What follows belongs to an exercise in optimizing a design on an open flow for a short achievable clock period and few clock cycles; a production flow would make more cautious choices. In this exercise RTL edits were held to simulation tests only and were not proved equivalent to the original. Power figures rest on the tool's default switching activity, not on a simulated workload.

old:
// riscv_pipeline
module riscv_pipeline(
  input logic clk,
  input logic rst_n,
  input logic [31:0] i_boot_addr,
  output logic [31:0] imem_rd_addr,
  input  logic [31:0] imem_rd_data,
  output logic [31:0] dmem_rd_addr,
  input  logic [31:0] dmem_rd_data,
  output logic        dmem_wr_req,
  output logic [3:0]  dmem_wr_be,
  output logic [31:0] dmem_wr_addr,
  output logic [31:0] dmem_wr_data
);
logic [31:2] pcF;         
logic [31:2] pcHn;        
wire  [31:2] pcH = ~pcHn;
logic        vD;
logic [31:0] instD;
logic [31:2] pcD;
logic        ptD;         
logic [31:2] ptgtD;       
logic [31:0] aE, bE, sdE;
logic [31:0] linkE;
logic [31:2] btgtE;
logic [31:2] pcE;
logic [31:2] ptgtE;
logic        ptE, jalE;
logic [4:0]  rdE;
logic [2:0]  f3E;
logic        wenE, loadE, storeE, brE, jalrE, predE;
logic        subE, arithE, cmpuE;
logic        selSumE, selLtE, selXorE, selOrE, selAndE, selSllE, selSrE, selLinkE;
logic [31:0] resM, sdM;
logic [3:0]  beM;
  ...
==> flow/config.mk <==
export PLATFORM = sky130hd
export DESIGN_NAME = riscv_pipeline
export DESIGN_NICKNAME = riscv_pipeline
export VERILOG_FILES = /design/flow/design.v
export SDC_FILE = /design/flow/constraint.sdc
export NUM_CORES = 4
export LEC_CHECK = 0
export CAP_MARGIN = 20
export CORE_MARGIN = 2
export CORE_UTILIZATION = 60
export SLEW_MARGIN = 20
==> flow/constraint.sdc <==
create_clock -name core_clock -period 10.0 [get_ports {clk}]
set_input_delay 2.0000 -clock core_clock [delete_from_list [all_inputs] [get_ports {clk}]]
set_output_delay 2.0000 -clock core_clock [all_outputs]
set_load 0.01 [all_outputs]
standard.sh (not shown) runs the stock make flow with config.mk's settings and CLKGATE_MAP_FILE= SYNTH_SCRIPT=/design/flow/synth_recipe.tcl, a recipe that flattens the netlist after the stock synthesis.
==> flow/flow/run.sh <==
#!/bin/bash
set -euo pipefail
bash standard.sh SETUP_SLACK_MARGIN=7 GPL_TIMING_DRIVEN=1 MATCH_CELL_FOOTPRINT=0 \
  'BUFFER_PORTS_ARGS=-buffer_cell sky130_fd_sc_hd__buf_4' finish > make_finish.log 2>&1
Testbench counts of old, summed over its fixed seeds: cycles 25,579.
Relative to old, the following input files were edited for new:
# old
export LEC_CHECK = 0
export CAP_MARGIN = 20
export CORE_MARGIN = 2
export CORE_UTILIZATION = 60
export SLEW_MARGIN = 20
create_clock -name core_clock -period 10.0 [get_ports {clk}]
# new
export LEC_CHECK = 0
export CAP_MARGIN = 20
export CORE_MARGIN = 2
export CORE_UTILIZATION = 40
export SLEW_MARGIN = 20
create_clock -name core_clock -period 10.0 [get_ports {clk}]
==> run summary <==
new went all the way through the flow, and no timing, DRC or antenna check failed.
The run showing the smaller initial core utilization is new.
As of new, cell count had risen by more than 10% compared to old.
old has lower die outline area than new.
Compared with old, in new final area rose 1800 um^2, maximum fanout along the worst path increased by 3 relative to the old numbers.
Fmax: new above old
On new: clock network fraction of total power is 1.7 points higher than what old gave.
Sequential share of layout area is higher on old
Compared with old, new shows a lower total routing usage reported by global routing.
Looking at worst relative slew slack, new sits 3.4 points above old.

---

Another version of the RTL of riscv_pipeline (not shown whole).
Size: roughly 7400 cells after synthesis, ~2100 flip-flops, about 230 I/O pins, ~0.10 mm^2 of cells after synthesis.
==> flow/config.mk <==
export PLATFORM = sky130hd
export DESIGN_NAME = riscv_pipeline
export DESIGN_NICKNAME = riscv_pipeline
export VERILOG_FILES = /design/flow/design.v
export SDC_FILE = /design/flow/constraint.sdc
export NUM_CORES = 4
export LEC_CHECK = 0
export CAP_MARGIN = 20
export CORE_MARGIN = 2
export CORE_UTILIZATION = 40
export PLACE_DENSITY = 0.5
export SLEW_MARGIN = 20
==> flow/constraint.sdc <==
create_clock -name core_clock -period 10.0 [get_ports {clk}]
set_input_delay 2.0000 -clock core_clock [delete_from_list [all_inputs] [get_ports {clk}]]
set_output_delay 2.0000 -clock core_clock [all_outputs]
set_load 0.01 [all_outputs]
Scripts as last shown in full above: flow/flow/run.sh
The baseline ran to the end with no violations.
Testbench counts at the start, summed over its fixed seeds: cycles 25,327.
Then changed:
--- a/flow/config.mk
+++ b/flow/config.mk
@@ -10,3 +10,2 @@
 export CORE_UTILIZATION = 40
-export PLACE_DENSITY = 0.5
 export SLEW_MARGIN = 20
What happened:
- non-clock buffer count drops by 10
- hold slack barely changes
- core utilization came out lower by 0.14 points
- clock power drops by a few percent
- first-iteration DRC count goes up by about a fifth
- critical path depth is lower by 14
- global-route usage goes down by 1.4 points
- cell count goes down slightly
- fmax stays flat
- via count climbs slightly
Then changed:
--- a/flow/config.mk
+++ b/flow/config.mk
@@ -10,2 +10,3 @@
 export CORE_UTILIZATION = 40
+export PLACE_DENSITY = 0.7
 export SLEW_MARGIN = 20
Effect: The new run finished with timing, DRC and antenna clean; non-clock buffer count decreases by 28; hold slack gets worse by 0.011 ns; core utilization decreases by 0.28 points; via count increases by 2.2%; area after synthesis is unchanged.

---

== harbor ==
riscv_pipeline, a different RTL version from the one above (not shown whole).
Size: roughly 7600 cells after synthesis, ~2100 flip-flops, about 230 I/O pins.
==> flow/config.mk <==
export PLATFORM = sky130hd
export DESIGN_NAME = riscv_pipeline
export DESIGN_NICKNAME = riscv_pipeline
export VERILOG_FILES = /design/flow/design.v
export SDC_FILE = /design/flow/constraint.sdc
export NUM_CORES = 4
export LEC_CHECK = 0
export CAP_MARGIN = 20
export CORE_MARGIN = 2
export CORE_UTILIZATION = 40
export GPL_TIMING_DRIVEN = 1
export SETUP_SLACK_MARGIN = 5
export SLEW_MARGIN = 20
==> flow/constraint.sdc <==
create_clock -name core_clock -period 10.0 [get_ports {clk}]
set_input_delay 2.0000 -clock core_clock [delete_from_list [all_inputs] [get_ports {clk}]]
set_output_delay 2.0000 -clock core_clock [all_outputs]
set_load 0.01 [all_outputs]
run.sh (not shown) runs the stock make flow with config.mk's settings and CLKGATE_MAP_FILE= SYNTH_SCRIPT=/design/flow/synth_recipe.tcl, a recipe that flattens the netlist after the stock synthesis.
Stock flow here: none of the scripts above is used.
Testbench counts of harbor, summed over its fixed seeds: cycles 25,300.
Changes in delta relative to harbor:
- GPL_TIMING_DRIVEN no longer set, was 1
- SETUP_SLACK_MARGIN no longer set, was 5
==> flow/flow/run.sh (new file) <==
#!/bin/bash
set -euo pipefail
bash standard.sh SETUP_SLACK_MARGIN=7 GPL_TIMING_DRIVEN=1 finish > make_finish.log 2>&1
==> flow/standard.sh (new file) <==
#!/bin/bash
# synth_recipe.tcl (not shown) runs the flow's synth.tcl, then flattens the netlist and writes it again
# the make line also repeats each setting of config.mk as NAME=value (left out here)
make -C /OpenROAD-flow-scripts/flow DESIGN_CONFIG=/design/flow/config.mk WORK_HOME=/design/flow/orfs CLKGATE_MAP_FILE= SYNTH_SCRIPT=/design/flow/synth_recipe.tcl "${@:-finish}"
removed: flow/run.sh
==> comparison <==
Measured against delta, the number of fillers in the final layout of harbor comes out at 1.08 times the reference value.
sky130_fd_sc_hd__dfxtp_4 as the critical path's slowest cell was reported by delta, and sky130_fd_sc_hd__dfxtp_1 by harbor.
Per the comparison of delta with harbor, power up 6.8%, global-route met3 utilization now sits higher, share of the final layout cell area in sequential cells fell by 5.9 points, routing usage on met2 rose by 3.8 points.

---

riscv_pipeline, a different RTL version from the one above (not shown whole).
For scale: roughly 5500 cells after synthesis.
==> flow/config.mk <==
export PLATFORM = sky130hd
export DESIGN_NAME = riscv_pipeline
export DESIGN_NICKNAME = riscv_pipeline
export VERILOG_FILES = /design/flow/design.v
export SDC_FILE = /design/flow/constraint.sdc
export NUM_CORES = 4
export LEC_CHECK = 0
export CAP_MARGIN = 20
export CORE_MARGIN = 2
export CORE_UTILIZATION = 40
export SLEW_MARGIN = 20
==> flow/constraint.sdc <==
create_clock -name core_clock -period 10.0 [get_ports {clk}]
set_input_delay 2.0000 -clock core_clock [delete_from_list [all_inputs] [get_ports {clk}]]
set_output_delay 2.0000 -clock core_clock [all_outputs]
set_load 0.01 [all_outputs]
Stock flow here: none of the scripts above is used.
The first run completed with no timing, DRC or antenna violations.
Testbench counts at the start, summed over its fixed seeds: cycles 28,789.
Rerun with:
GPL_TIMING_DRIVEN = 1   (was not set)
SETUP_SLACK_MARGIN = 5   (was not set)
The changed run ran to the end with no violations.
Hold slack barely changes.
Setup slack is better by 1.1 ns.
First-iteration DRC count came out higher by about 1.3%.
Wire length grows by about 0.4%.
Power barely changes.
Fmax grows by 22%.
Non-clock buffer count rises by 9.
Sequential cell count is unchanged.
Sequential power barely changes.
Combinational power increases by about 2%.
Via count falls by 0.37%.

---

Setup of run X:
riscv_pipeline, a different RTL version from the one above (not shown whole).
Size in the first run: ~7600 cells after synthesis, ~100000 um^2 of cells after synthesis.
==> flow/config.mk <==
export PLATFORM = sky130hd
export DESIGN_NAME = riscv_pipeline
export DESIGN_NICKNAME = riscv_pipeline
export VERILOG_FILES = /design/flow/design.v
export SDC_FILE = /design/flow/constraint.sdc
export NUM_CORES = 4
export LEC_CHECK = 0
export CAP_MARGIN = 20
export CORE_MARGIN = 2
export CORE_UTILIZATION = 40
export SLEW_MARGIN = 20
==> flow/constraint.sdc <==
create_clock -name core_clock -period 10.0 [get_ports {clk}]
set_input_delay 2.0000 -clock core_clock [delete_from_list [all_inputs] [get_ports {clk}]]
set_output_delay 2.0000 -clock core_clock [all_outputs]
set_load 0.01 [all_outputs]
standard.sh (not shown) runs the stock make flow with config.mk's settings and CLKGATE_MAP_FILE= SYNTH_SCRIPT=/design/flow/synth_recipe.tcl, a recipe that flattens the netlist after the stock synthesis.
==> flow/flow/run.sh <==
#!/bin/bash
set -euo pipefail
bash standard.sh SETUP_SLACK_MARGIN=7 GPL_TIMING_DRIVEN=1 MATCH_CELL_FOOTPRINT=0 \
  'BUFFER_PORTS_ARGS=-buffer_cell sky130_fd_sc_hd__buf_4' finish > make_finish.log 2>&1
Run X did not stop at any stage, and its layout met the timing, DRC and antenna checks.
Testbench counts of run X, summed over its fixed seeds: cycles 25,300.
> inputs changed (run X -> run F)
==> flow/flow/run.sh <==
#!/bin/bash
set -euo pipefail
bash standard.sh SETUP_SLACK_MARGIN=7 GPL_TIMING_DRIVEN=1 finish > make_finish.log 2>&1
[summary]
Diff run X -> run F: total length of routed wires increased by about 1.7% relative to the old numbers, multi-input gate count was more or less identical, synthesized cell count roughly the same, clock-buffer cell count went down by 10.
Summary of run F over run X: average detailed-routed wire length per instance shows an increase of 0.75%; via count went up by 717.

==> what the ideal ports hide <==
How much do the figures lean on ideal ports? The routed layouts below were timed once more, with nothing changed but the port constraints.
Step 1 sets driving cells, clkbuf_16 on the clock port and buf_2 on the other inputs (assumed; they add their load-dependent delay and slew).
Step 2 adds t to the input delays and takes it off the output delays; t is the mean of the earliest and latest rising clock arrival at the registers after step 1. Input paths then give back, and output paths get back, about the clock's delay inside the block.
a / b / c = ideal ports / drivers / drivers and shift; a / b = the first two.
run	shift t [ns]	setup WS [ns]	hold slack, ns	worst setup path at the end	clock arrival spread, ns
old	0.993	6.158 / 6.189 / 5.202	0.309 / 0.309 / 0.309	input to register	0.072 / 0.072
new	0.986	6.428 / 6.387 / 5.623	0.321 / 0.321 / 0.321	input to register	0.084 / 0.083
the first run of note 2	0.970	6.577 / 6.492 / 5.798	0.327 / 0.327 / 0.327	input to register	0.098 / 0.098
the second run of note 2	0.956	6.575 / 6.485 / 5.817	0.327 / 0.327 / 0.327	input to register	0.079 / 0.079
the third run of note 2	0.958	6.524 / 6.431 / 5.835	0.316 / 0.316 / 0.316	input to register	0.096 / 0.096
harbor	0.956	4.975 / 4.975 / 4.647	0.302 / 0.302 / 0.302	input to register	0.100 / 0.101
delta	0.945	5.946 / 5.946 / 5.491	0.286 / 0.286 / 0.286	input to register	0.116 / 0.116
the first run of note 4	0.877	4.015 / 4.015 / 4.015	0.392 / 0.392 / 0.392	register to register	0.052 / 0.052
the second run of note 4	0.887	5.087 / 5.087 / 4.349	0.392 / 0.392 / 0.392	input to register	0.066 / 0.066
run X	0.980	5.943 / 5.943 / 5.492	0.259 / 0.259 / 0.259	input to register	0.137 / 0.136
run F	0.977	5.906 / 5.906 / 5.530	0.310 / 0.310 / 0.310	input to register	0.087 / 0.088
After both steps every run listed still meets setup and hold. For old, which loses most, drivers alone change the setup slack by +0.031 ns; drivers and shift together by -0.956 ns.
